This is an optimization exercise on Yosys and OpenROAD, whose aim is small area and a short achievable clock period, not a production implementation. Where RTL was checked, it was by simulation tests only, not by an equivalence proof against the original. No activity file was given, so power comes from the tool's default toggle rates.

==> flow/design.v <==
module fifo_regs_no_flags #(
    parameter g_WIDTH = 8,   
    parameter g_DEPTH = 32   
)(
    input wire i_rst_sync,                 
    input wire i_clk,                      
    input wire i_wr_en,                    
    input wire [g_WIDTH-1:0] i_wr_data,    
    output wire o_full,                    
    input wire i_rd_en,                    
    output wire [g_WIDTH-1:0] o_rd_data,   
    output wire o_empty                    
);
    localparam NHI = g_DEPTH / 4;
    reg [g_WIDTH-1:0] r_SR [0:g_DEPTH-2];
    reg [g_WIDTH-1:0] r_WD;
    reg r_WQ;
    reg [g_WIDTH-1:0] r_HEAD;
    reg [3:0]     r_LO;
    reg [NHI-1:0] r_HI;
    reg r_EMPTY;     
    reg r_FULL;      
    reg r_LE1;       
    wire w_WR = i_wr_en && !r_FULL;
    wire w_RD = i_rd_en && !r_EMPTY;
    wire w_UP = w_WR && !w_RD;
    wire w_DN = w_RD && !w_WR;
    wire w_Q0  = r_LO[0] && r_HI[0];
    wire w_Q1  = r_LO[1] && r_HI[0];
    wire w_Q29 = r_LO[1] && r_HI[NHI-1];
    wire w_Q30 = r_LO[2] && r_HI[NHI-1];
    wire w_Q31 = r_LO[3] && r_HI[NHI-1];
    wire w_N1  = r_WQ ? w_Q31 : w_Q0;     
    wire w_N2  = r_WQ ? w_Q0  : w_Q1;     
    wire w_NF1 = r_WQ ? w_Q29 : w_Q30;    
    reg [g_WIDTH-1:0] w_NEXT;
    reg [g_WIDTH-1:0] w_GRP;
    integer g, l;
    always @(*) begin
        w_NEXT = {g_WIDTH{1'b0}};
        for (g = 0; g < NHI; g = g + 1) begin
            w_GRP = {g_WIDTH{1'b0}};
            for (l = 0; l < 4; l = l + 1)
                w_GRP = w_GRP | ({g_WIDTH{r_LO[l]}} &
                                 ((4*g + l == 0) ? r_WD : r_SR[4*g + l - 1]));
            w_NEXT = w_NEXT | ({g_WIDTH{r_HI[g]}} & w_GRP);
        end
    end
    integer i;
    always @(posedge i_clk) begin
        r_WD <= i_wr_data;
        if (r_WQ) begin
            r_SR[0] <= r_WD;
            for (i = 1; i < g_DEPTH-1; i = i + 1)
                r_SR[i] <= r_SR[i-1];
        end
        if (r_EMPTY || i_rd_en)
            r_HEAD <= r_LE1 ? i_wr_data : w_NEXT;
    end
    always @(posedge i_clk) begin
        if (i_rst_sync) begin
            r_WQ    <= 1'b0;
            r_LO    <= 4'b1000;
            r_HI    <= {1'b1, {(NHI-1){1'b0}}};
            r_EMPTY <= 1'b1;
            r_FULL  <= 1'b0;
            r_LE1   <= 1'b1;
        end else begin
            r_WQ <= w_WR;
            if (r_WQ && !w_RD) begin
                r_LO <= {r_LO[2:0], r_LO[3]};
                if (r_LO[3])
                    r_HI <= {r_HI[NHI-2:0], r_HI[NHI-1]};
            end else if (!r_WQ && w_RD) begin
                r_LO <= {r_LO[0], r_LO[3:1]};
                if (r_LO[0])
                    r_HI <= {r_HI[0], r_HI[NHI-1:1]};
            end
            if (w_UP) begin
                r_EMPTY <= 1'b0;
                r_FULL  <= w_NF1;
                r_LE1   <= r_EMPTY;
            end else if (w_DN) begin
                r_EMPTY <= w_N1;
                r_FULL  <= 1'b0;
                r_LE1   <= w_N1 || w_N2;
            end
        end
    end
    assign o_rd_data = r_HEAD;
    assign o_full    = r_FULL;
    assign o_empty   = r_EMPTY;
endmodule
==> flow/config.mk <==
export PLATFORM = sky130hd
export DESIGN_NAME = fifo_regs_no_flags
export DESIGN_NICKNAME = fifo_regs_no_flags
export VERILOG_FILES = /design/flow/design.v
export SDC_FILE = /design/flow/constraint.sdc
export NUM_CORES = 4
export LEC_CHECK = 0
export ABC_CLOCK_PERIOD_IN_PS = 1800
export CAP_MARGIN = 20
export CORE_MARGIN = 2
export CORE_UTILIZATION = 40
export CTS_BUF_LIST = sky130_fd_sc_hd__clkbuf_8 sky130_fd_sc_hd__clkbuf_16
export CTS_CLUSTER_DIAMETER = 100
export CTS_CLUSTER_SIZE = 24
export SETUP_SLACK_MARGIN = 1.8
export SLEW_MARGIN = 20
==> flow/constraint.sdc <==
create_clock -name core_clock -period 3.6 [get_ports {i_clk}]
set_input_delay 0.7200 -clock core_clock [delete_from_list [all_inputs] [get_ports {i_clk}]]
set_output_delay 0.7200 -clock core_clock [all_outputs]
set_load 0.01 [all_outputs]
run.sh (not shown) runs the stock make flow with config.mk's settings and CLKGATE_MAP_FILE= SYNTH_SCRIPT=/design/flow/synth_recipe.tcl, a recipe that flattens the netlist after the stock synthesis.
The baseline completed without violations.
==> next run, changes <==
==> flow/design.v (replaced) <==
module fifo_regs_no_flags #(
    parameter g_WIDTH = 8,   
    parameter g_DEPTH = 32   
)(
    input wire i_rst_sync,                 
    input wire i_clk,                      
    input wire i_wr_en,                    
    input wire [g_WIDTH-1:0] i_wr_data,    
    output wire o_full,                    
    input wire i_rd_en,                    
    output wire [g_WIDTH-1:0] o_rd_data,   
    output wire o_empty                    
);
    localparam NLO = 8;
    localparam NHI = g_DEPTH / NLO;
    reg [g_WIDTH-1:0] r_SR [0:g_DEPTH-2];
    reg [g_WIDTH-1:0] r_WD;
    reg r_WQ;
    reg [g_WIDTH-1:0] r_HEAD;
    reg [g_WIDTH-1:0] r_OUT;
    reg [NLO-1:0] r_LO;
    reg [NHI-1:0] r_HI;
    reg r_EMPTY;     
    reg r_FULL;      
    reg r_LE1;       
    wire w_WR = i_wr_en && !r_FULL;
    wire w_RD = i_rd_en && !r_EMPTY;
    wire w_UP = w_WR && !w_RD;
    wire w_DN = w_RD && !w_WR;
    wire w_Q0  = r_LO[0] && r_HI[0];
    wire w_Q1  = r_LO[1] && r_HI[0];
    wire w_Q29 = r_LO[NLO-3] && r_HI[NHI-1];
    wire w_Q30 = r_LO[NLO-2] && r_HI[NHI-1];
    wire w_Q31 = r_LO[NLO-1] && r_HI[NHI-1];
    wire w_N1  = r_WQ ? w_Q31 : w_Q0;     
    wire w_N2  = r_WQ ? w_Q0  : w_Q1;     
    wire w_NF1 = r_WQ ? w_Q29 : w_Q30;    
    reg [g_WIDTH-1:0] w_NEXT;
    reg [g_WIDTH-1:0] w_GRP;
    integer g, l;
    always @(*) begin
        w_NEXT = {g_WIDTH{1'b0}};
        for (g = 0; g < NHI; g = g + 1) begin
            w_GRP = {g_WIDTH{1'b0}};
            for (l = 0; l < NLO; l = l + 1)
                w_GRP = w_GRP | ({g_WIDTH{r_LO[l]}} &
                                 ((NLO*g + l == 0) ? r_WD : r_SR[NLO*g + l - 1]));
            w_NEXT = w_NEXT | ({g_WIDTH{r_HI[g]}} & w_GRP);
        end
    end
    integer i;
    always @(posedge i_clk) begin
        r_WD <= i_wr_data;
        if (r_WQ) begin
            r_SR[0] <= r_WD;
            for (i = 1; i < g_DEPTH-1; i = i + 1)
                r_SR[i] <= r_SR[i-1];
        end
        if (r_EMPTY || i_rd_en)
            r_HEAD <= r_LE1 ? i_wr_data : w_NEXT;
        r_OUT <= (r_EMPTY || i_rd_en) ? (r_LE1 ? i_wr_data : w_NEXT) : r_HEAD;
    end
    always @(posedge i_clk) begin
        if (i_rst_sync) begin
            r_WQ    <= 1'b0;
            r_LO    <= {1'b1, {(NLO-1){1'b0}}};
            r_HI    <= {1'b1, {(NHI-1){1'b0}}};
            r_EMPTY <= 1'b1;
            r_FULL  <= 1'b0;
            r_LE1   <= 1'b1;
        end else begin
            r_WQ <= w_WR;
            if (r_WQ && !w_RD) begin
                r_LO <= {r_LO[NLO-2:0], r_LO[NLO-1]};
                if (r_LO[NLO-1])
                    r_HI <= {r_HI[NHI-2:0], r_HI[NHI-1]};
            end else if (!r_WQ && w_RD) begin
                r_LO <= {r_LO[0], r_LO[NLO-1:1]};
                if (r_LO[0])
                    r_HI <= {r_HI[0], r_HI[NHI-1:1]};
            end
            if (w_UP) begin
                r_EMPTY <= 1'b0;
                r_FULL  <= w_NF1;
                r_LE1   <= r_EMPTY;
            end else if (w_DN) begin
                r_EMPTY <= w_N1;
                r_FULL  <= 1'b0;
                r_LE1   <= w_N1 || w_N2;
            end
        end
    end
    assign o_rd_data = r_OUT;
    assign o_full    = r_FULL;
    assign o_empty   = r_EMPTY;
endmodule
Effect: The new run produced a clean layout. Routed wire length went down by 8.9%. Sequential power went down by about 1%. Cell count went down by 5.2%. Register-to-register slack gets better by 0.17 ns. Combinational power went down by 36%. Power went down by 4.8%.
The RTL of the first run of this note was laid out without a check of its function.

afterwards: timing with drivers on the ports:
How much do the figures lean on ideal ports? The routed layouts below were timed once more, with nothing changed but the port constraints.
Step 1 sets driving cells, clkbuf_16 on the clock port and buf_2 on the other inputs (assumed; they add their load-dependent delay and slew).
Step 2 also shifts input and output timing later by t, the mid clock arrival at the registers, as if the neighbouring blocks saw the same clock.
Three values: no drivers, after step 1, after step 2; two values: the first two.
run | shift t [ns] | setup slack, ns | latest minus earliest clock arrival (ns) | slew at the worst register clock pin (ns)
the first run | 0.540 | 1.723 / 1.711 / 1.307 | 0.025 / 0.025 | 0.10 / 0.10
the second run | 0.527 | 1.830 / 1.782 / 1.342 | 0.026 / 0.026 | 0.10 / 0.10
After both steps setup and hold are still met in every run listed. The setup slack of the second run, which loses most, moves by -0.048 ns with the drivers and by -0.488 ns with both steps.
